This is an optimization exercise on Yosys and OpenROAD, whose aim is small area, a short achievable clock period and few clock cycles per item, not a production implementation.
Where RTL was checked, it was by simulation tests only, not by an equivalence proof against the original.
No activity file was given, so power comes from the tool's default toggle rates.

==> flow/design.v <==
module xillybus_wrapper (
    input         ap_clk,
    input         ap_rst,
    input  [31:0] in_r_dout,
    input         in_r_empty_n,
    output        in_r_read,
    output [31:0] out_r_din,
    input         out_r_full_n,
    output        out_r_write
);
    localparam K = 7;
    function [1:0] step3(input [1:0] m, input b);
        case ({m, b})
            3'b000: step3 = 2'd0;
            3'b001: step3 = 2'd1;
            3'b010: step3 = 2'd2;
            3'b011: step3 = 2'd0;
            3'b100: step3 = 2'd1;
            3'b101: step3 = 2'd2;
            default: step3 = 2'bxx;
        endcase
    endfunction
    wire [7:0] R = in_r_dout[23:16];
    wire [7:0] G = in_r_dout[15:8];
    wire [7:0] B = in_r_dout[7:0];
    wire [9:0] sum = R + G + B;
    reg [1:0] mt [K:10];
    reg [7:K] qt;
    integer i;
    always @* begin
        mt[10] = 2'd0;
        for (i = 9; i >= K; i = i - 1) mt[i] = step3(mt[i+1], sum[i]);
        for (i = K; i < 8; i = i + 1) qt[i] = mt[i+1][1] | (mt[i+1][0] & sum[i]);
    end
    reg          vld;
    reg  [7:K]   qh;      
    reg  [1:0]   mh;      
    reg  [K-1:0] sl;      
    wire ready = ~vld | out_r_full_n;
    assign in_r_read   = in_r_empty_n & ready;
    assign out_r_write = vld & out_r_full_n;
    always @(posedge ap_clk) begin
        if (ap_rst) vld <= 1'b0;
        else if (ready) vld <= in_r_empty_n;
        if (ready) begin
            qh <= qt;
            mh <= mt[K];
            sl <= sum[K-1:0];
        end
    end
    reg [1:0] m [0:K];
    reg [K-1:0] ql;
    always @* begin
        m[K] = mh;
        for (i = K - 1; i >= 0; i = i - 1) m[i] = step3(m[i+1], sl[i]);
        for (i = 0; i < K; i = i + 1) ql[i] = m[i+1][1] | (m[i+1][0] & sl[i]);
    end
    assign out_r_din = {24'd0, qh, ql};
endmodule
clock: 7.0 ns
lec_check: 0
abc_area: 1
cap_margin: 20
core_area: 2.3 2.72 61.64 61.2
die_area: 0 0 64 64
setup_slack_margin: 3.3
slew_margin: 20
standard.sh (not shown) runs the stock make flow with config.mk's settings and CLKGATE_MAP_FILE= SYNTH_SCRIPT=/design/flow/synth_recipe.tcl, a recipe that flattens the netlist after the stock synthesis.
==> flow/flow/run.sh <==
#!/bin/bash
# Standard ORFS layout with two changes: every port buffer starts as a
# sky130_fd_sc_hd__buf_1 (the resizer may still resize it), and the constant
# outputs share the one tie cell synthesis made instead of one tie cell each.
set -euo pipefail
bash standard.sh SKIP_REPAIR_TIE_FANOUT=1 \
  "BUFFER_PORTS_ARGS=-buffer_cell sky130_fd_sc_hd__buf_1" finish > standard_flow.log 2>&1
The starting point finished clean.
Edit:
--- a/flow/design.v
+++ b/flow/design.v
@@ -19,20 +19,32 @@
             3'b101: step3 = 2'd2;
             default: step3 = 2'bxx;
         endcase
     endfunction
+    function [9-K:0] divtop(input [9-K:0] x);
+        reg [1:0] m;
+        reg [7:K] q;
+        integer j;
+        begin
+            m = 2'd0;
+            for (j = 9 - K; j >= 0; j = j - 1) begin
+                if (j + K <= 7) q[j + K] = m[1] | (m[0] & x[j]);
+                m = step3(m, x[j]);
+            end
+            divtop = {q, m};
+        end
+    endfunction
     wire [7:0] R = in_r_dout[23:16];
     wire [7:0] G = in_r_dout[15:8];
     wire [7:0] B = in_r_dout[7:0];
-    wire [9:0] sum = R + G + B;
-    reg [1:0] mt [K:10];
-    reg [7:K] qt;
-    integer i;
-    always @* begin
-        mt[10] = 2'd0;
-        for (i = 9; i >= K; i = i - 1) mt[i] = step3(mt[i+1], sum[i]);
-        for (i = K; i < 8; i = i + 1) qt[i] = mt[i+1][1] | (mt[i+1][0] & sum[i]);
-    end
+    wire [7:0] a = R ^ G ^ B;
+    wire [7:0] c = (R & G) | (R & B) | (G & B);
+    wire [K:0]   lo = {1'b0, a[K-1:0]} + {1'b0, c[K-2:0], 1'b0};
+    wire [9-K:0] hi0 = {2'b00, a[7:K]} + {1'b0, c[7:K-1]};
+    wire [9-K:0] hi1 = {2'b00, a[7:K]} + {1'b0, c[7:K-1]} + 1'b1;
+    wire [9-K:0] d0 = divtop(hi0);
+    wire [9-K:0] d1 = divtop(hi1);
+    wire [9-K:0] dt = lo[K] ? d1 : d0;
     reg          vld;
     reg  [7:K]   qh;      
     reg  [1:0]   mh;      
     reg  [K-1:0] sl;      
@@ -42,15 +54,16 @@
     always @(posedge ap_clk) begin
         if (ap_rst) vld <= 1'b0;
         else if (ready) vld <= in_r_empty_n;
         if (ready) begin
-            qh <= qt;
-            mh <= mt[K];
-            sl <= sum[K-1:0];
+            qh <= dt[9-K:2];
+            mh <= dt[1:0];
+            sl <= lo[K-1:0];
         end
     end
     reg [1:0] m [0:K];
     reg [K-1:0] ql;
+    integer i;
     always @* begin
         m[K] = mh;
         for (i = K - 1; i >= 0; i = i - 1) m[i] = step3(m[i+1], sl[i]);
         for (i = 0; i < K; i = i + 1) ql[i] = m[i+1][1] | (m[i+1][0] & sl[i]);
=> The changed run finished with timing, DRC and antenna clean. Clock-buffer cell count is unchanged. Synthesized area is higher by 4.5%. Wire length fell by 4.5%. Power came out lower by 3.6%. Flip-flop and latch count does not change. Core utilization went up by 0.96 points. Worst setup slack improved by 0.049 ns. Non-clock buffer count shrinks by 1. Global-route usage increases by 0.56 points.
Function was not checked in any run of this note: the RTL went through the layout flow alone.

========
## south
Starts from the design.v that is shown in full above.
clock: 7.0 ns
lec_check: 0
abc_area: 1
cap_margin: 20
core_area: 2.3 2.72 58.42 59.84
die_area: 0 0 60.5 62.2
setup_slack_margin: 3.3
slew_margin: 20
Scripts as last shown in full above: flow/flow/run.sh
For north, these inputs were changed with respect to south:
--- a/flow/design.v
+++ b/flow/design.v
@@ -6,11 +6,11 @@
     output        in_r_read,
     output [31:0] out_r_din,
     input         out_r_full_n,
     output        out_r_write
 );
-    localparam K = 7;
+    localparam K = 6;
     function [1:0] step3(input [1:0] m, input b);
         case ({m, b})
             3'b000: step3 = 2'd0;
             3'b001: step3 = 2'd1;
             3'b010: step3 = 2'd2;
## What came out
south and north all finish clean. The number of global-route vias before repair number comes out lower for north vs south. Taking south as the reference, in north final area went up, area added between synthesis and finish did not really move, sequential cell area share went down, total power draw went down, combinational power share went down. Per the comparison of north with south, count of inverters other than clock inverters in the layout shows an increase of 3, sum of net half-perimeters after detailed placement dropped about 14%, share of total power in the clock network increased 0.6 points, net count of the finished layout higher, peak clock frequency supported by timing higher. Die area across south and north: no real change.
Testbench counts of north, summed over its fixed seeds: cycles 8,008, items 8,000.
Only the layout flow was run in south; the RTL was not checked for function there.

========
RTL: the design.v shown in full above, as it stands there.
export LEC_CHECK = 0
export ABC_AREA = 1
export CAP_MARGIN = 20
export CORE_AREA = 2.3 2.72 61.64 61.2
export DIE_AREA = 0 0 64 64
export SETUP_SLACK_MARGIN = 3.6
export SLEW_MARGIN = 20
create_clock -name core_clock -period 7.0 [get_ports {ap_clk}]
Scripts as last shown in full above: flow/flow/run.sh
The first run ran to the end with no violations.
Next try:
--- a/flow/design.v
+++ b/flow/design.v
@@ -6,11 +6,11 @@
     output        in_r_read,
     output [31:0] out_r_din,
     input         out_r_full_n,
     output        out_r_write
 );
-    localparam K = 7;
+    localparam K = 6;
     function [1:0] step3(input [1:0] m, input b);
         case ({m, b})
             3'b000: step3 = 2'd0;
             3'b001: step3 = 2'd1;
             3'b010: step3 = 2'd2;
After rerunning: Cell area is lower by a few percent. Worst hold slack barely changes. Power is lower by about a fifth. Clock skew hardly moves. Sequential cell count does not change. Cell count is higher by a few percent. Maximum frequency is higher by a few percent. Register-to-register slack gains 0.02 ns. Synthesized cell count is higher by roughly a tenth. Worst setup slack gains 0.11 ns. Die area stays the same. Sequential share of layout area is higher by 0.98 points. Via count is higher by a few percent.
Testbench counts after the change, summed over its fixed seeds: cycles 8,008, items 8,000.
No functional check of the RTL was part of the first run of this note.

-- static timing again, ports no longer ideal --
No port has a modelled driver above. Below, the same layouts with a new extraction and two added sets of constraints. Step 1, drivers: a clkbuf_16 drives ap_clk and a buf_2 each remaining input, both assumed. Step 2 also shifts input and output timing later by t, the mid clock arrival at the registers, as if the neighbouring blocks saw the same clock. Three values: no drivers, after step 1, after step 2; two values: the first two.
| run | shift t [ns] | setup WS [ns] | worst slew at a driven data input, ns | cell pins on the clock port's net |
|---|---|---|---|---|
| the first run of note 1 | 0.279 | 3.510 / 3.505 / 3.227 | 0.03 | 1 |
| the second run of note 1 | 0.274 | 3.559 / 3.559 / 3.285 | 0.03 | 1 |
| south | 0.281 | 3.459 / 3.457 / 3.176 | 0.03 | 1 |
| north | 0.282 | 3.582 / 3.580 / 3.297 | 0.03 | 1 |
| the first run of note 3 | 0.277 | 3.560 / 3.550 / 3.274 | 0.04 | 1 |
| the second run of note 3 | 0.281 | 3.669 / 3.655 / 3.374 | 0.04 | 1 |
After both steps every run listed still meets setup and hold. The setup slack of the second run of note 3, which loses most, moves by -0.014 ns with the drivers and by -0.295 ns with both steps.
